This design comes from an exercise in tuning for small area on the open sky130 flow, not from production work.
At most, simulation tests tie the RTL to the original design; equivalence was not proved.
Only the layout flow was run in run 3; the RTL was not checked for function there.
Power figures rest on the tool's default switching activity, not on a simulated workload.

$ cat design.v
module ALU(
	input [7:0] A,
	input [7:0] B,
	input [2:0] ALUOp,
	output reg [7:0] resultado,
	output zero,
	output eq
);
		always @(*) begin
			case(ALUOp)
				3'b000: resultado = A + B;
				3'b001: resultado = A - B;	
				3'b010: resultado = A & B; 
				3'b011: resultado = A | B;
				3'b100: resultado = A;
				default: resultado = 8'b0000_0000;
			endcase
		end
		assign zero = (resultado == 8'b0000_0000);
		assign eq = (A == B);
endmodule
module BancoRegistrador(
	input clk,
	input write,
	input reset,
	input	[1:0] reg_dest,  
	input [7:0] wrData,
	output [7:0] regA_out,
	output [7:0] regB_out
);
	reg [7:0] regA;
	reg [7:0] regB;
	assign regA_out = regA;
	assign regB_out = regB;
	always @(posedge clk) begin
		if(reset)begin
			regA <= 8'b0000_0000;
			regB <= 8'b0000_0000;
		end else begin
			if(write)begin
				case (reg_dest)
                2'b00: regA <= wrData;   
                2'b01: regB <= wrData;   
                default: ;  
            endcase
			end
		end
	end
endmodule 
module Controle(
	input [3:0] opcode,
	output reg [2:0] ALUOp,
	output reg LoadA,
	output reg LoadB,
	output reg MemRead,
	output reg MemWrite,
	output reg BranchZero,
	output reg BranchEQ,
	output reg UseImmediate
);
	always @(*)begin 
		 LoadA = 0;
		 LoadB = 0;
		 MemRead = 0;
		 MemWrite = 0;
		 BranchZero = 0;
		 BranchEQ   = 0;
		 UseImmediate = 0;
		 ALUOp = 3'b000;
		case(opcode)
			4'b0000: begin  
				ALUOp = 3'b000;
				LoadA = 1;
			end
			4'b0001: begin  
				ALUOp = 3'b001;
				LoadA = 1;
			end
			4'b0010: begin  
            MemRead = 1;
            LoadA = 1;
        end
		  4'b0011: begin  
            MemWrite = 1;
        end
		  4'b0100: begin  
				MemRead = 1;
				LoadB = 1;
		  end
		  4'b0101: begin  
			MemWrite = 1;
		  end
			4'b0110: begin  
            UseImmediate = 1;
            LoadA = 1;
            ALUOp = 3'b100; 
        end
		  4'b0111: begin  
            BranchZero = 1;
        end
		  4'b1000: begin  
            ALUOp = 3'b010;
				LoadA = 1;
        end
			4'b1001: begin  
            ALUOp = 3'b011;
            LoadA = 1;
        end
		  4'b1010: begin  
            BranchEQ = 1;
        end
		endcase	
	end 
endmodule 
module Mux2x1(
	input [7:0] in_0, 
	input [7:0] in_1,
	input sel,
	output reg [7:0] out
);
	always @(*) begin 
		out = (sel) ? in_1 : in_0;
	end
endmodule 
module ProgramCounter(
	input clk,
	input reset,
	input [7:0] data_in,
	output reg [7:0] data_out
);
	always @(posedge clk) begin
		if(reset) begin 
			data_out <= 8'b0000_0000;
		end else begin 
			data_out <= data_in;
		end
	end
endmodule 
module Ram ( 
	input clk,
	input reset,
	input MemWrite,
	input MemRead,
	input [7:0] Address,
	input [7:0] WriteData,
	output reg [7:0] MemData_out
);
	integer k;
	reg [7:0] memoria_dados[0:32];
	always @(posedge clk) begin
        if (reset) begin
            for (k = 0; k < 33; k = k + 1) begin
                memoria_dados[k] <= 8'b0000_0000;
            end
        end else begin
            if (MemWrite) begin
                memoria_dados[Address] <= WriteData;
            end
        end
    end
	 always @(*) begin
        if (MemRead) begin
            if (Address <= 8'd32)
                MemData_out = memoria_dados[Address];
            else
                MemData_out = 8'b0000_0000;
        end else begin
            MemData_out = 8'b0000_0000;
        end
    end
endmodule 
module SomadorPC(
	input [7:0] PC_endereco,
	output reg [7:0] next_endereco
);
	always @(*) begin
		next_endereco = PC_endereco + 8'b0000_0001;
	end
endmodule 
module mux_write_reg_data (
    input UseImmediate,
    input [7:0] immediate_ext,
    input MemRead,
    input [7:0]ram_data_out,
    input [7:0] alu_result,
    output reg [7:0] write_reg_data
);
    always @(*) begin
        if(UseImmediate)begin 
            write_reg_data = immediate_ext;
        end else if(MemRead) begin
            write_reg_data = ram_data_out;
        end else 
            write_reg_data = alu_result;
    end
endmodule
module cpu_top(
	input clk,
	input reset,
	input [7:0] instr,  
	output [7:0] debug_alu_result,
	output [7:0] debug_PC
);
	wire [7:0] PC_out;
	wire [7:0] PC_next;
	wire [7:0] PC_incremented;
	wire [7:0] instrucao;
	wire [7:0] immediate_ext;
	wire [3:0] opcode;
	wire [3:0] imediato;
	wire [2:0] ALUOp;
	wire LoadA, LoadB;
	wire MemRead, MemWrite;
	wire UseImmediate;
	wire BranchZero;
	wire BranchEQ;
	wire [7:0] regA;
	wire [7:0] regB;
	wire [7:0] alu_result;
	wire alu_zero;
	wire alu_eq;
	wire [7:0] ram_data_out;
	wire write_enable;
	wire [1:0] reg_dest;
	wire [7:0] write_reg_data;
	wire [7:0] ram_write_data;
	wire branch_taken;
	assign opcode = instrucao[7:4];
	assign imediato = instrucao[3:0];
	assign immediate_ext = {4'b0000, imediato};  
	assign debug_alu_result = alu_result;
	assign debug_PC = PC_out;
	Controle UC (
		.opcode(opcode),
		.ALUOp(ALUOp),
		.LoadA(LoadA),
		.LoadB(LoadB),
		.MemRead(MemRead),
		.MemWrite(MemWrite),
		.BranchZero(BranchZero),
		.BranchEQ(BranchEQ),
		.UseImmediate(UseImmediate)
	);
	assign instrucao = instr;
	assign write_enable = LoadA | LoadB;
	assign reg_dest = (LoadA) ? 2'b00 :
                     (LoadB) ? 2'b01 : 2'b00;
	mux_write_reg_data mux_reg_data(
		.UseImmediate(UseImmediate),
		.immediate_ext(immediate_ext),
		.MemRead(MemRead),
		.ram_data_out(ram_data_out),
		.alu_result(alu_result),
		.write_reg_data(write_reg_data)
	);
	BancoRegistrador registradores (
		.clk(clk),
      .write(write_enable),
      .reset(reset),
      .reg_dest(reg_dest),	
      .wrData(write_reg_data),
      .regA_out(regA),
      .regB_out(regB)
	);
	ALU alu (
		.A(regA),
		.B(regB),
		.ALUOp(ALUOp),
		.resultado(alu_result),
		.zero(alu_zero),
		.eq(alu_eq)
	);
   assign ram_write_data = alu_result;
	Ram RAM (
        .clk(clk),
        .reset(reset),
        .MemWrite(MemWrite), 
        .MemRead(MemRead),
        .Address(immediate_ext),    
        .WriteData(ram_write_data),
        .MemData_out(ram_data_out)
    );
	 assign branch_taken =
        (BranchZero && alu_zero) ||
        (BranchEQ   && alu_eq);
    Mux2x1 mux_pc (
        .in_0(PC_incremented),
        .in_1(immediate_ext),
        .sel(branch_taken),
        .out(PC_next)
    );
    SomadorPC ADD_PC (
        .PC_endereco(PC_out),
        .next_endereco(PC_incremented)
    );
    ProgramCounter PC (
        .clk(clk),
        .reset(reset),
        .data_in(PC_next),
        .data_out(PC_out)
    );
endmodule 
$ cat run.sh
#!/bin/bash
# synth_recipe.tcl (not shown) runs the flow's synth.tcl, then flattens the netlist and writes it again
# the make line also repeats each setting of config.mk as NAME=value (left out here)
make -C /OpenROAD-flow-scripts/flow DESIGN_CONFIG=/design/flow/config.mk WORK_HOME=/design/flow/orfs CLKGATE_MAP_FILE= SYNTH_SCRIPT=/design/flow/synth_recipe.tcl finish
$ cat config.mk
export PLATFORM = sky130hd
export DESIGN_NAME = cpu_top
export DESIGN_NICKNAME = cpu_top
export VERILOG_FILES = /design/flow/design.v
export SDC_FILE = /design/flow/constraint.sdc
export NUM_CORES = 4
export LEC_CHECK = 0
export ABC_AREA = 1
export CAP_MARGIN = 20
export CORE_MARGIN = 2
export CORE_UTILIZATION = 40
export SLEW_MARGIN = 20
$ cat constraint.sdc
create_clock -name core_clock -period 10.0 [get_ports {clk}]
set_input_delay 2.0000 -clock core_clock [delete_from_list [all_inputs] [get_ports {clk}]]
set_output_delay 2.0000 -clock core_clock [all_outputs]
set_load 0.01 [all_outputs]
==> flow_summary.ini, run 1 <==
[sta]
setup_tns_ns = 0
clock-skew-final_ns = 0.01619
setup_violations = 0
fmax_ghz = 0.1490
worst_slack_ns = 3.291
fin_crit_sh = 0.6709
hold_viol = 0
rsz0062_at_grt = no
slew_headroom = 0.5016
fin_crit_ns = 6.709
worstMarginPinSlew_ns = 0.7468
slew_violations = 0

[setup_path]
cp.required_ns = 8.00
cp_max_fo = 19
worstSetupPathType = in -> out
crit_arrival_ns = 4.71
crit_path_end_kind = output port
crit_path_start_kind = input pin

[outcome]
status = timing/DRC/antenna clean

[pwr]
power_frac_clock = 0.412
power_leakage_nw = 4.005
swShare = 0.2770
power.density_nw_per_um2 = 172.9
peakVddDrop_mv = 0.1170
power_switching_w = 0.0004348
pwr-share-seq = 0.459
pwr-share-comb = 0.129
internal-power_w = 0.001135

[synth]
yosysWarnings = 8
postSynth.asyncResetShare = 0
synth_area_sq_um = 8050
ys.flop_type = edfxtp_1
synth_cell_types = 40
synth.avg_cell_area_sq_um = 8.694
ys_top_cells_by_area = edfxtp_1 (48%), nand2_1 (8.9%), nor2_1 (6.9%)
ys_seq_area_frac = 0.5371
synthCells = 926
synth-edff-count = 128
synth_seq_cells = 152
syn_nets = 962
yosysTopAreaCellShare = 0.4775
synth_top_area_cell = edfxtp_1

[cells_and_area]
final_cell_mix = nand2_1 (190), nor2_1 (149), inv_1 (147)
area.growth.synth_to_final_pct = 12.78
final_common_cell = nand2_1
finalNetCount = 977
diodes = 0
post_route_cells_drive_above_1_share = 0.06611

[global_routing]
grt_start_max_net_pins = 36
grt_overflow_total = 0
grt_pass1_wl_um = 35150
first_global_vias = 6292
grt_usage = 0.2180
antenna_found_initial = 0

[routing]
routed_wl_um = 22430
drc = 0
drt-vias-per-instance = 5.260
drtAntennaViolNets = 0
drtIter0Drc = 607
wire_per_inst_um = 18.42
num_vias = 6407
dr.pass1.iters = 6

[clocking]
clockBufferDepth = 2
clkSinkCount = 152
htree_levels = 4
cts_root_buffer = clkbuf_16
clock_latency_ns = 0.44
ctsResizeCount = 0
holdBufCountCts = 0
cts_made_buffers = 17
cts_setup_buffers = 0
cts_tree = built
path_clk_slew_ns = 0.06

[die]
die_w_um = 145.9
rows = 51
die_h_um = 145.9
dieArea_sq_um = 21280
start_util = 0.4109
core_sq_um = 19590
io_pins = 26

[job]
drv_cap = 0

[min_path]
hold_path.class = reg -> reg

[placed_design]
dpl.hpwl_um = 15950
pre_cts_ws_ns = 3.318
place_congestion = 0.9038
portBuffers = 25
-- routing by layer --
metal | wire length, um | GRT usage
met2 | 10570 | 0.3573
met4 | 645 | 0.08824
met3 | 1506 | 0.03354
met1 | 9710 | 0.2903
met5 | 0 | 0
-- worst paths after layout --
check,start,endpoint,slack (ns),cells past startpoint
hold / removal,PC.data_out[4],PC.data_out[4],0.51,2
hold reg to reg,PC.data_out[4],PC.data_out[4],0.51,2
setup / recovery,instr[4],debug_alu_result[5],3.29,8
setup reg to reg,registradores.regA[2],PC.data_out[3],7.04,15
-- flip-flops by register name, indices dropped and copies added, names as in the netlist --
| register | cells |
|---|---|
| RAM.memoria_dados | 128 |
| PC.data_out | 8 |
| registradores.regA | 8 |
| registradores.regB | 8 |
-- worst max-delay path: stages --
cell	delay (ns)
clkdlybuf4s50_1	0.63
inv_2	0.22
nand2_1	0.15
nor2_4	0.33
nor2_4	0.10
nand3_1	0.12
nand3_2	0.48
clkdlybuf4s50_1	0.66
-- logic make-up (layout without fill, tap and decap cells) --
kind of cell               after synthesis  after routing  synth area share
xor gates and xnor gates                 6              6          0.006529
DFF                                    152            152            0.5371
AOI/OAI and AO/OA                      117            117           0.08875
adders and majority gates               26             26           0.04228
and+or+nand+nor                        438            438            0.2338
buffers and inverters                  187            214           0.09154
-- through the flow --
stage               std cells  hold slack, ns  cell area, sq um  utilization  power [W]
floorplan                 926          0.5078              8050            -  0.0008598
global placement         1187          0.4879              8499       0.4339  0.0009352
detailed placement       1187          0.4958              8499       0.4339  0.0009355
CTS                      1218          0.5041              9075       0.4632   0.001572
global route             1218          0.5418              9079       0.4634   0.001620
finish                   1218          0.5080              9079       0.4634   0.001570
-- synthesized netlist by cell type, types with 5 or more instances --
master	count
a21oi_1	38
a22oi_1	7
buf_2	13
clkbuf_1	14
dfxtp_1	24
edfxtp_1	128
ha_1	24
inv_1	147
inv_2	7
nand2_1	190
nand2_2	5
nand3_1	54
nand3_2	5
nand4_1	14
nor2_1	149
nor2_2	5
o2111ai_1	8
o21ai_0	20
o22ai_1	27
-- area by class of cell --
cell class / count / area [sq um]
clock buffer: 17 / 425.4
clock inverter: 14 / 150.1
fill: 1936 / 10510
inverter: 155 / 581.8
multi-input combinational: 587 / 2993
sequential: 152 / 4324
tap: 265 / 331.6
timing repair buffer: 28 / 272.8
-- power by group through the flow --
stage	Sequential [W]	Clock, W	Combinational [W]
floorplan	0.000731	0	0.000129
global placement	0.000734	0	0.000201
detailed placement	0.000735	0	0.000201
CTS	0.000722	0.000649	0.000201
global route	0.000724	0.000674	0.000222
finish	0.000721	0.000646	0.000202
==> run 2, diff against run 1 <==
==> design.v (replaced) <==
module cpu_top(
	input clk,
	input reset,
	input [7:0] instr,
	output [7:0] debug_alu_result,
	output [7:0] debug_PC
);
	reg [7:0] pc, ra, rb;
	reg [7:0] mem [0:15];
	wire [3:0] op  = instr[7:4];
	wire [3:0] imm = instr[3:0];
	wire is_sub = (op == 4'd1);
	wire is_ldc = (op == 4'd6);
	wire is_and = (op == 4'd8);
	wire is_or  = (op == 4'd9);
	wire [7:0] sum = ra + rb;
	reg  [7:0] alu;
	always @(*) begin
		if (is_sub)      alu = ra - rb;
		else if (is_ldc) alu = ra;
		else if (is_and) alu = ra & rb;
		else if (is_or)  alu = ra | rb;
		else             alu = sum;
	end
	assign debug_alu_result = alu;
	assign debug_PC = pc;
	wire [7:0] rd = mem[imm];
	wire load_a = (op == 4'd0) | is_sub | (op == 4'd2) | is_ldc | is_and | is_or;
	wire load_b = (op == 4'd4);
	wire store  = (op == 4'd3) | (op == 4'd5);
	wire taken  = ((op == 4'd7) & (sum == 8'd0)) | ((op == 4'd10) & (ra == rb));
	wire [7:0] wa = (op == 4'd2) ? rd : is_ldc ? {4'd0, imm} : alu;
	integer k;
	always @(posedge clk) begin
		if (reset) begin
			pc <= 8'd0;
			ra <= 8'd0;
			rb <= 8'd0;
			for (k = 0; k < 16; k = k + 1) mem[k] <= 8'd0;
		end else begin
			pc <= taken ? {4'd0, imm} : pc + 8'd1;
			if (load_a) ra <= wa;
			if (load_b) rb <= rd;
			if (store) mem[imm] <= sum;
		end
	end
endmodule
==> flow_summary.ini, run 2 <==
[outcome]
status = timing/DRC/antenna clean

[die]
io_pins = 26
start_util = 0.4088
dieArea_sq_um = 21040
core_sq_um = 19460
die_w_um = 145.0
rows = 51
die_h_um = 145.0

[synth]
synth_area_sq_um = 7956
ys.flop_type = edfxtp_1
ys_top_cells_by_area = edfxtp_1 (48%), nand2_1 (9.6%), nor2_1 (8.4%)
synth.avg_cell_area_sq_um = 9.198
synth_compound_area_frac = 0.1057
synth-simple-area-share = 0.2290
synth_top_area_cell = edfxtp_1
synthCells = 865
synthAdderAreaFrac = 0.04277
synth_cell_types = 46
postSynth.asyncResetShare = 0
synthMuxAreaShare = 0
yosysMostFrequentCell = nand2_1
synth_seq_cells = 152
yosysWarnings = 1
syn_nets = 901
ys_seq_area_frac = 0.5435
ys_top_cells_by_count = nand2_1 (204), nor2_1 (179), edfxtp_1 (128)
synth_top_family_by_area = simple AND/OR/NAND/NOR gates
yosysTopAreaCellShare = 0.4831
synthXorXnorAreaFrac = 0.01541
synth-edff-count = 128

[global_routing]
first_global_vias = 5894
grt_busiest_layer = met2
grt_usage = 0.1982
antenna_found_initial = 0
grt_pass1_wl_um = 32120
grt_start_max_net_pins = 37
use_met3 = 0.03491
grt.met2_usage = 0.3329
grt.met1_usage = 0.2654
grt_overflow_total = 0

[setup_path]
r2r_start = ra[2]
worstSetupPathType = in -> out
path_common_cell = nand2_1
crit_path_end_kind = output port
cp_cell_sequence = clkdlybuf4s50_1 -> nand2_1 -> nor2_1 -> inv_1 -> o21ai_0 -> inv_1 -> nand2_1 -> nand2_1 -> nand2_1 -> clkdlybuf4s50_1
crit_arrival_ns = 4.50
cp_max_fo = 14
slowest_delay_ns = 0.68
crit_path_start_kind = input pin
startpoint = instr[7]
cp.required_ns = 8.00
critPathBufInv = 4
critPathTopFamily = buffers and inverters
ff2ff_setup_slack_ns = 7.04
slowest_stage = nor2_1

[routing]
wire_per_inst_um = 17.52
routed_wl_um = 20270
drtAntennaViolNets = 0
num_vias = 6015
dr.pass1.iters = 5
drc = 0
drtIter0Drc = 499
drt-vias-per-instance = 5.199

[job]
drv_cap = 0

[sta]
hold_viol = 0
worstMarginPinSlew_ns = 1.050
holdWs_ns = 0.5418
rsz0062_at_grt = no
clock-skew-final_ns = 0.008114
slew_violations = 0
setup_tns_ns = 0
fin_crit_ns = 6.497
fin_crit_sh = 0.6497
slew_headroom = 0.3001
setup_violations = 0
fmax_ghz = 0.1539

[cells_and_area]
diodes = 0
final_common_cell = nand2_1
regArea_sq_um = 4324
fillerInstances = 1869
post_route_cells_drive_above_1_share = 0.06726
multi_input_area_sq_um = 3126
largest_reg_flops = 128
area.growth.synth_to_final_pct = 12.11
top_register = mem
finalNetCount = 915
fin_cells = 1157
final_cell_mix = nand2_1 (204), nor2_1 (179), edfxtp_1 (128)

[pwr]
peakVddDrop_mv = 0.1445
fin_total_pwr_w = 0.001569
power.density_nw_per_um2 = 175.9
power_leakage_nw = 3.561

[clocking]
ctsResizeCount = 0
clkSinkCount = 152
htree_levels = 4
clockBufferDepth = 2
cts_tree = built
cts_setup_buffers = 0
cts_root_buffer = clkbuf_16
holdBufCountCts = 0
path_clk_slew_ns = 0.06
cts_made_buffers = 17
clock_latency_ns = 0.42

[min_path]
min-delay-start = pc[7]
hold_path.class = reg -> reg

[placed_design]
portBuffers = 25
dpl.hpwl_um = 13310
placedCellCount = 1125
place_congestion = 0.9024
-- run 2: changes by cell type in the layout (fill, tap and decap cells not counted), moves of 14 or more --
cell,previous run,this run
a22oi_1,7,60
inv_1,147,64
nand2_1,190,204
nand3_1,54,30
nor2_1,149,179
o22ai_1,27,1
-- run 2: kinds of logic after synthesis --
logic type | Yosys count
simple gates | 441
flops | 152
compound gates | 129
buf+inv | 106
fa+ha+maj | 26
xor+xnor | 11
-- run 2: area by class of cell --
class	count	share of cell area
inverters	73	0.03072
well taps	265	0.03717
clock inverters	10	0.01319
clock buffers	22	0.05316
multi-input cells	607	0.3504
repair buffers	28	0.03058
flip-flops and latches	152	0.4848
-- run 2: routing by layer --
metal	vias up	part of all wire	wire, um
met4	0	0.016	332
met2	157	0.49	9882
met5	-	0	0
li1	2935	-	-
met1	2896	0.45	9103
met3	27	0.047	950
-- run 2: stage by stage --
step / worst slack (ns) / cell area, sq um / utilization
finish: 3.503 / 8920 / 0.4583
floorplan: 5.033 / 7956 / -
global placement: 3.516 / 8328 / 0.4279
detailed placement: 3.514 / 8328 / 0.4279
CTS: 3.513 / 8920 / 0.4583
global route: 3.213 / 8920 / 0.4583
-- run 2: report_power, final --
| part | leakage, nW | switching [W] | internal [W] |
|---|---|---|---|
| combinational | 1.76 | 0.000140 | 0.0000595 |
| clock | 0.291 | 0.000259 | 0.000389 |
| sequential | 1.51 | 0.0000121 | 0.000709 |
-- run 2: worst paths after layout --
kind                         end  cells past startpoint
max reg2reg                pc[2]                     13
min                        pc[7]                      2
min reg2reg                pc[7]                      2
max          debug_alu_result[6]                     10
-- run 2: worst min-delay path, stage by stage, from the launching register on --
cell and delay [ns]:
dfxtp_1 0.35, xor2_1 0.07, nor2_1 0.09
==> run 3, diff against run 2 <==
==> design.v (replaced) <==
module cpu_top(
	input clk,
	input reset,
	input [7:0] instr,
	output [7:0] debug_alu_result,
	output [7:0] debug_PC
);
	reg [7:0] pc, ra, rb;
	reg [7:0] mem [0:15];
	wire [3:0] op  = instr[7:4];
	wire [3:0] imm = instr[3:0];
	wire is_sub = (op == 4'd1);
	wire is_lda = (op == 4'd2);
	wire is_ldb = (op == 4'd4);
	wire is_ldc = (op == 4'd6);
	wire is_jmp = (op == 4'd7);
	wire is_and = (op == 4'd8);
	wire is_or  = (op == 4'd9);
	wire is_beq = (op == 4'd10);
	wire store  = (op == 4'd3) | (op == 4'd5);
	wire arith  = (op == 4'd0) | is_sub | is_and | is_or;
	wire [7:0] bx = rb ^ {8{is_sub}};
	wire [7:0] s = ra + bx + {7'd0, is_sub};
	wire [7:0] lg = is_ldc ? ra : is_and ? (ra & rb) : (ra | rb);
	wire [7:0] alu = (is_ldc | is_and | is_or) ? lg : s;
	assign debug_alu_result = alu;
	assign debug_PC = pc;
	wire taken = (is_jmp & (s == 8'd0)) | (is_beq & (ra == rb));
	wire sel_rd  = ~reset & (is_lda | is_ldb);
	wire sel_alu = ~reset & (arith | store);
	wire sel_imm = ~reset & is_ldc;
	wire [7:0] rd = mem[imm];
	wire [7:0] wd = ({8{sel_rd}} & rd) | ({8{sel_alu}} & alu) | ({8{sel_imm}} & {4'd0, imm});
	integer k;
	always @(posedge clk) begin
		for (k = 0; k < 16; k = k + 1)
			if (reset | (store & (imm == k))) mem[k] <= wd;
		if (reset | arith | is_lda | is_ldc) ra <= wd;
		if (reset | is_ldb) rb <= wd;
		if (reset) pc <= 8'd0;
		else pc <= taken ? {4'd0, imm} : pc + 8'd1;
	end
endmodule
==> flow/run.sh (new file) <==
#!/bin/bash
# Own flow: the standard layout (standard.sh) with
#  - synthesis: abc mapping script area.abc instead of abc_area.script, and no
#    adder extraction (abc maps the adders itself)
#  - port buffers: buf_1
#  - CTS: no dummy loads, small clock buffers, larger sink clusters
set -euo pipefail
W=$(pwd)
F=$W/flow
export FLOW_SYNTH_TCL=$W/synth_recipe.tcl
export MY_ABC_SCRIPT=$F/area.abc
bash standard.sh \
  SYNTH_SCRIPT=$F/my_synth.tcl \
  ADDER_MAP_FILE= \
  "BUFFER_PORTS_ARGS=-buffer_cell sky130_fd_sc_hd__buf_1" \
  "CTS_ARGS=-sink_clustering_enable -repair_clock_nets -dont_use_dummy_load -buf_list {sky130_fd_sc_hd__clkbuf_4 sky130_fd_sc_hd__clkbuf_8} -sink_clustering_size 30 -sink_clustering_max_diameter 100" \
  finish > $W/make.log 2>&1
==> flow/area.abc (new file) <==
strash; dch -f; amap; topo
==> flow/my_synth.tcl (new file) <==
proc abc {args} {
  set i [lsearch -exact $args -script]
  if {$i >= 0} {
    lset args [expr {$i + 1}] $::env(MY_ABC_SCRIPT)
  }
  yosys abc {*}$args
}
source $::env(FLOW_SYNTH_TCL)
==> standard.sh (new file) <==
#!/bin/bash
# synth_recipe.tcl (not shown) runs the flow's synth.tcl, then flattens the netlist and writes it again
# the make line also repeats each setting of config.mk as NAME=value (left out here)
make -C /OpenROAD-flow-scripts/flow DESIGN_CONFIG=/design/flow/config.mk WORK_HOME=/design/flow/orfs CLKGATE_MAP_FILE= SYNTH_SCRIPT=/design/flow/synth_recipe.tcl "${@:-finish}"
removed: run.sh
==> flow_summary.ini, run 3 <==
[routing]
dr.pass1.iters = 5
drc = 0
drtAntennaViolNets = 0
wire_per_inst_um = 19.53
drtIter0Drc = 409
num_vias = 4319
routed_wl_um = 14820
drt-vias-per-instance = 5.690

[setup_path]
ff2ff_setup_slack_ns = 6.74
cp.required_ns = 8.00
startpoint = instr[6]
reg2regPathDepth = 15
crit_path_end_kind = output port
worstSetupPathType = in -> out
crit_end = debug_alu_result[7]
crit_arrival_ns = 5.35
crit_path_start_kind = input pin
r2r_start = rb[4]
r2r_end = pc[3]
cp_max_fo = 11

[sta]
fmax_ghz = 0.1360
slew_headroom = 0.3405
worstMarginPinSlew_ns = 0.9893
setup_violations = 0
setup_tns_ns = 0
rsz0062_at_grt = no
slew_violations = 0
fin_crit_ns = 7.353
worst_slack_ns = 2.647
fin_crit_sh = 0.7353
hold_viol = 0
clock-skew-final_ns = 0.02566

[synth]
synth-simple-area-share = 0.1031
ys_seq_area_frac = 0.7147
synth_seq_cells = 152
synth_top_family_by_area = compound AO/OA/AOI/OAI gates
ys.flop_type = edfxtp_1
ys_top_cells_by_count = edfxtp_1 (144), nand2_1 (55), nor2_1 (41)
yosysWarnings = 2
syn_nets = 491
yosysMostFrequentCell = edfxtp_1
synthXorXnorAreaFrac = 0
synth_compound_area_frac = 0.1595
synth_cell_types = 30
ys_top_cells_by_area = edfxtp_1 (69%), a22oi_1 (3.6%), nand2_1 (3.3%)
synth_top_area_cell = edfxtp_1
synthAdderAreaFrac = 0
synth_area_sq_um = 6275
synthCells = 481
postSynth.asyncResetShare = 0
synth-edff-count = 144
yosysTopAreaCellShare = 0.6891
synthMuxAreaShare = 0
synth.avg_cell_area_sq_um = 13.05

[die]
start_util = 0.4112
core_sq_um = 15260
die_w_um = 129.2
die_h_um = 129.2
io_pins = 26
rows = 45
dieArea_sq_um = 16700

[cells_and_area]
post_route_cells_drive_above_1_share = 0.08029
diodes = 0
finalNetCount = 560
final_common_cell = edfxtp_1
largest_reg_flops = 128
fin_cells = 759
top_register = mem
final_cell_mix = edfxtp_1 (144), nand2_1 (55), nor2_1 (41)
area.growth.synth_to_final_pct = 12.58

[clocking]
holdBufCountCts = 0
clockBufferDepth = 2
clkSinkCount = 152
path_clk_slew_ns = 0.07
cts_tree = built
cts_root_buffer = clkbuf_8
ctsResizeCount = 0
cts_made_buffers = 17
htree_levels = 4
clock_latency_ns = 0.44
cts_setup_buffers = 0

[global_routing]
antenna_found_initial = 0
first_global_vias = 4102
grt_pass1_wl_um = 22510
grt_start_max_net_pins = 22
grt_overflow_total = 0
grt_usage = 0.1853

[min_path]
hold_path.class = reg -> reg
min_path_cells = 1

[placed_design]
placedCellCount = 742
place_congestion = 0.8809
portBuffers = 25
dpl.hpwl_um = 10100
pre_cts_ws_ns = 2.778

[pwr]
power.density_nw_per_um2 = 179.6
peakVddDrop_mv = 0.07677
power_leakage_nw = 2.370
fin_total_pwr_w = 0.001269

[job]
drv_cap = 0

[outcome]
status = timing/DRC/antenna clean
run 3: worst max-delay path, stage by stage:
cell and delay (ns):
buf_1 0.10, or2_0 0.27, nor2_1 0.32, clkinv_1 0.33, o21ai_0 0.34, nand2_1 0.11
o21ai_0 0.11, nor2_1 0.11, o22ai_1 0.27, nor4_1 0.08, a2111oi_0 0.53, o21ai_0 0.23
o22ai_1 0.26, clkinv_1 0.13, buf_1 0.14
run 3: kinds of logic after synthesis:
logic type             Yosys count
buffers and inverters           38
DFF                            152
and+or+nand+nor                144
AOI/OAI and AO/OA              147
run 3: area by class of cell:
type,instances,area [sq um]
tap,211,264.0
inverter,38,142.6
clock buffer,17,234.0
fill,1377,8194
multi-input combinational,291,1658
sequential,152,4484
timing repair buffer,50,281.5
run 3: power by group:
group | leakage, nW | internal (W) | switching (W) | total, W
Combinational | 0.694 | 0.0000447 | 0.000110 | 0.000155
Clock | 0.122 | 0.000150 | 0.000181 | 0.000330
Sequential | 1.55 | 0.000763 | 0.0000200 | 0.000783
Total | 2.37 | 0.000958 | 0.000311 | 0.00127
run 3: worst min path at each step:
stage | startpoint | end
after floorplan | pc[7] | pc[7]
after global placement | pc[7] | pc[7]
after detailed placement | pc[7] | pc[7]
after CTS | pc[7] | pc[7]
after global routing | pc[7] | pc[7]
final | pc[7] | pc[7]
run 3: routing by layer:
layer  global-route usage  share of wire
met1               0.2516           0.45
met4              0.06202          0.017
met3              0.04170          0.062
met5                    0              0
met2               0.2975           0.47
run 3: through the flow:
step | cell area (sq um) | util | hold slack, ns
after floorplan | 6275 | - | 0.5048
after global placement | 6820 | 0.4470 | 0.4566
after detailed placement | 6820 | 0.4470 | 0.4769
after CTS | 7054 | 0.4623 | 0.4907
after global routing | 7064 | 0.4630 | 0.5260
final | 7064 | 0.4630 | 0.4819
==> run 4, diff against run 3 <==
==> design.v (replaced) <==
module cpu_top(
	input clk,
	input reset,
	input [7:0] instr,
	output [7:0] debug_alu_result,
	output [7:0] debug_PC
);
	reg [7:0] pc, ra, rb;
	reg [127:0] mem;
	wire [3:0] op  = instr[7:4];
	wire [3:0] imm = instr[3:0];
	wire is_sub = (op == 4'd1);
	wire is_lda = (op == 4'd2);
	wire is_ldb = (op == 4'd4);
	wire is_ldc = (op == 4'd6);
	wire is_jmp = (op == 4'd7);
	wire is_and = (op == 4'd8);
	wire is_or  = (op == 4'd9);
	wire is_beq = (op == 4'd10);
	wire store  = (op == 4'd3) | (op == 4'd5);
	wire arith  = (op == 4'd0) | is_sub | is_and | is_or;
	wire [7:0] bx = rb ^ {8{is_sub}};
	wire [7:0] p = ra ^ bx;
	wire [7:0] g = ra & bx;
	wire [8:0] c;
	assign c[0] = is_sub;
	genvar i;
	generate for (i = 0; i < 8; i = i + 1) begin : carry
		assign c[i+1] = g[i] | (p[i] & c[i]);
	end endgenerate
	wire [7:0] s = p ^ c[7:0];
	wire [7:0] lg = is_ldc ? ra : is_and ? (ra & rb) : (ra | rb);
	wire [7:0] alu = (is_ldc | is_and | is_or) ? lg : s;
	assign debug_alu_result = alu;
	assign debug_PC = pc;
	wire taken = (is_jmp & ~|s) | (is_beq & ~|p);
	wire [3:0] lo = 4'd1 << imm[1:0];
	wire [3:0] hi = 4'd1 << imm[3:2];
	wire [3:0] hi_rd = hi & {4{~reset & (is_lda | is_ldb)}};
	wire [3:0] hi_st = hi & {4{store}};
	wire sel_alu = ~reset & (arith | store);
	wire sel_imm = ~reset & is_ldc;
	reg [7:0] wd;
	integer k;
	always @(*) begin
		wd = ({8{sel_alu}} & alu) | ({8{sel_imm}} & {4'd0, imm});
		for (k = 0; k < 16; k = k + 1)
			wd = wd | ({8{lo[k % 4] & hi_rd[k / 4]}} & mem[k*8 +: 8]);
	end
	always @(posedge clk) begin
		for (k = 0; k < 16; k = k + 1)
			if (reset | (lo[k % 4] & hi_st[k / 4])) mem[k*8 +: 8] <= wd;
		if (reset | arith | is_lda | is_ldc) ra <= wd;
		if (reset | is_ldb) rb <= wd;
		if (reset) pc <= 8'd0;
		else pc <= taken ? {4'd0, imm} : pc + 8'd1;
	end
endmodule
==> flow/run.sh (replaced) <==
#!/bin/bash
# Own flow: the standard layout (standard.sh) with
#  - synthesis: abc mapping script area.abc (area-only mapping) instead of
#    abc_area.script, and no adder extraction (abc maps the adders itself);
#    registers are mapped before abc and are the same as the standard synthesis's
#  - port buffers: buf_1
#  - CTS: no dummy loads, clkbuf_8 clock buffers
# All tool output goes to make.log in the work folder (ORFS also keeps per-step
# logs under orfs/logs).
set -euo pipefail
W=$(pwd)
F=$W/flow
export FLOW_SYNTH_TCL=$W/synth_recipe.tcl
export MY_ABC_SCRIPT=$F/area.abc
bash standard.sh \
  SYNTH_SCRIPT=$F/my_synth.tcl \
  ADDER_MAP_FILE= \
  "BUFFER_PORTS_ARGS=-buffer_cell sky130_fd_sc_hd__buf_1" \
  "CTS_ARGS=-sink_clustering_enable -repair_clock_nets -dont_use_dummy_load -buf_list sky130_fd_sc_hd__clkbuf_8" \
  finish > $W/make.log 2>&1
==> flow/area.abc (replaced) <==
strash; dc2; dch -f; amap; topo
--- a/config.mk
+++ b/config.mk
@@ -6,7 +6,8 @@
 export NUM_CORES = 4
 export LEC_CHECK = 0
 export ABC_AREA = 1
-export CAP_MARGIN = 20
+export CAP_MARGIN = 0
 export CORE_MARGIN = 2
 export CORE_UTILIZATION = 40
-export SLEW_MARGIN = 20
+export GPL_TIMING_DRIVEN = 0
+export SLEW_MARGIN = 0
==> flow_summary.ini, run 4 <==
[outcome]
status = timing/DRC/antenna clean

[synth]
synth_cell_types = 28
synth_top_area_cell = edfxtp_1
synth_area_sq_um = 6081
synth-edff-count = 144
yosysMostFrequentCell = edfxtp_1
ys_top_cells_by_count = edfxtp_1 (144), nor2_1 (49), o21ai_0 (44)
ys.flop_type = edfxtp_1
ys_top_cells_by_area = edfxtp_1 (71%), a222oi_1 (4.3%), o21ai_0 (3.6%)
synth.avg_cell_area_sq_um = 13.91
synth_seq_cells = 152
syn_nets = 447
ys_seq_area_frac = 0.7374
yosysTopAreaCellShare = 0.7111
postSynth.asyncResetShare = 0
yosysWarnings = 1
synthCells = 437

[cells_and_area]
diodes = 0
top_register = mem
fin_cells = 675
fin_util = 0.4473
area.growth.synth_to_final_pct = 10.58
final_cell_mix = edfxtp_1 (144), nor2_1 (49), clkinv_1 (30), nand2_1 (30), o21ai_0 (30)
final_common_cell = edfxtp_1
largest_reg_flops = 128
multi_input_area_sq_um = 1504
post_route_cells_drive_above_1_share = 0.05749
regArea_sq_um = 4484
fillerInstances = 1360
finalNetCount = 499

[routing]
drtAntennaViolNets = 0
wire_per_inst_um = 23.21
drc = 0
num_vias = 4207
drtIter0Drc = 507
routed_wl_um = 15670
drt-vias-per-instance = 6.233
dr.pass1.iters = 7

[clocking]
cts_made_buffers = 17
clockBufferDepth = 2
clock_latency_ns = 0.45
clkSinkCount = 152
cts_tree = built
holdBufCountCts = 0
cts_root_buffer = clkbuf_8
ctsResizeCount = 0
htree_levels = 4
cts_setup_buffers = 0
path_clk_slew_ns = 0.06

[pwr]
pwr-share-seq = 0.631
power.density_nw_per_um2 = 184.0
power_frac_clock = 0.273
internal-power_w = 0.0009417
pwr-share-comb = 0.096
power_leakage_nw = 2.231
swShare = 0.2389
power_switching_w = 0.0002956
peakVddDrop_mv = 0.09882

[sta]
worstMarginPinSlew_ns = 1.345
fin_crit_ns = 8.048
fmax_ghz = 0.1242
rsz0062_at_grt = no
clock-skew-final_ns = 0.01820
slew_violations = 0
hold_viol = 0
fin_crit_sh = 0.8048
slew_headroom = 0.09366
setup_violations = 0
setup_tns_ns = 0

[setup_path]
cp_max_fo = 9
crit_path_start_kind = input pin
cp.required_ns = 8.00
crit_path_end_kind = output port
worstSetupPathType = in -> out
crit_arrival_ns = 6.05
slowest_stage = nor2_1
slowest_delay_ns = 0.49
cp_cell_sequence = buf_1 -> or2_0 -> nor2_1 -> clkinv_1 -> o22ai_1 -> nor2_1 -> a21oi_1 -> nand2_1 -> o21ai_0 -> nand2_1 -> o21ai_0 -> nand2_1 -> o21ai_0 -> nand2_1 -> o21ai_0 -> nand2_1 -> o21ai_0 -> nand2_1 -> o21ai_0 -> nor2_1 -> a21oi_1 -> o32a_1 -> buf_1

[global_routing]
first_global_vias = 4046
grt_start_max_net_pins = 21
antenna_found_initial = 0
grt_usage = 0.2005
grt_pass1_wl_um = 23420
grt_overflow_total = 0

[die]
core_sq_um = 15030
die_h_um = 127.3
die_w_um = 127.3
io_pins = 26
rows = 45
start_util = 0.4045
dieArea_sq_um = 16200

[job]
drv_cap = 0

[placed_design]
dpl.hpwl_um = 10830
place_congestion = 0.9039
placedCellCount = 658
portBuffers = 25

[min_path]
hold_path.class = reg -> reg
==> run 4: changes by cell type after synthesis, moves of 8 or more <==
cell and delta:
o21ai_0 +13, a22oi_1 -18, clkinv_1 -8, a222oi_1 +18, o22ai_1 -9, nor2_1 +8, nand2_1 -25, nor4_1 -16
==> run 4: per-layer routing <==
layer	GRT usage	share of wire	wire, um	vias up
li1	-	-	-	1875
met1	0.2600	0.41	6484	2072
met2	0.3187	0.48	7495	224
met3	0.05946	0.084	1314	36
met4	0.08016	0.024	375	0
met5	0	0	0	-
==> run 4: power by group through the flow <==
stage / registers (W) / clock network [W] / logic (W)
after floorplan: 0.000789 / 0 / 0.0000698
after global placement: 0.000793 / 0 / 0.000109
after detailed placement: 0.000794 / 0 / 0.000116
after CTS: 0.000781 / 0.000344 / 0.000116
after global routing: 0.000785 / 0.000369 / 0.000131
final: 0.000781 / 0.000338 / 0.000119
==> run 4: worst paths after layout <==
path	depth (start not counted)	from	to	slack, ns
setup reg to reg	19	rb[1]	ra[7]	5.89
hold reg to reg	1	pc[7]	pc[7]	0.48
setup / recovery	23	instr[6]	debug_alu_result[7]	1.95
hold / removal	1	pc[7]	pc[7]	0.48
==> run 4: worst max-delay path: cells and delay by family <==
family | cells | cell delay, ns
AO/OA/AOI/OAI | 10 | 1.81
buffers and inverters | 3 | 0.70
AND/OR/NAND/NOR | 10 | 1.53
==> run 4: cell type report <==
class                      count  area share
sequential                   152      0.6669
multi-input combinational    255      0.2237
inverter                      30     0.01675
timing repair buffer          33     0.02289
tap                          188     0.03498
clock buffer                  17     0.03480
==> run 4: cells by family (layout without fill, tap and decap cells) <==
| logic type | after synthesis | in the layout | share of synthesized area |
|---|---|---|---|
| flops | 152 | 152 | 0.7374 |
| simple gates | 121 | 121 | 0.09053 |
| buf+inv | 30 | 80 | 0.01852 |
| compound gates | 134 | 134 | 0.1535 |
==> run 4: metrics by stage <==
step                setup slack [ns]  hold WS [ns]  total power (W)  area [sq um]
floorplan                      3.315        0.5048        0.0008584          6081
global placement               2.241        0.4539        0.0009017          6410
detailed placement             2.108        0.4723        0.0009100          6476
CTS                            2.086        0.4848         0.001241          6710
global route                   1.416        0.5026         0.001285          6724
finish                         1.952        0.4784         0.001237          6724

==> static timing again, ports no longer ideal <==
The flow's constraints put no driver on any port. The routed layouts listed below were extracted and timed again, unchanged, in two steps.
Step 1, drivers: a clkbuf_16 drives clk and a buf_2 each remaining input, both assumed.
Step 2 moves the port delays by t, midway between the first and last clock arrival at a register: inputs arrive t later, outputs are due t later. That takes back most of the time a late clock gives input paths.
Slacks: ideal / step 1 / step 2; pairs: ideal / step 1.
| run | t (ns) | slack for setup (ns) | hold slack, ns | worst register clock-pin slew, ns | pins driven straight from the clock port |
|---|---|---|---|---|---|
| run 1 | 0.477 | 3.291 / 3.266 / 3.266 | 0.508 / 0.508 / 0.508 | 0.07 / 0.07 | 1 |
| run 2 | 0.464 | 3.503 / 3.478 / 3.478 | 0.542 / 0.542 / 0.542 | 0.06 / 0.06 | 1 |
| run 3 | 0.466 | 2.647 / 2.625 / 2.625 | 0.482 / 0.482 / 0.482 | 0.08 / 0.08 | 1 |
| run 4 | 0.483 | 1.952 / 1.931 / 1.931 | 0.478 / 0.478 / 0.478 | 0.08 / 0.08 | 1 |
After both steps setup and hold are still met in every run listed.
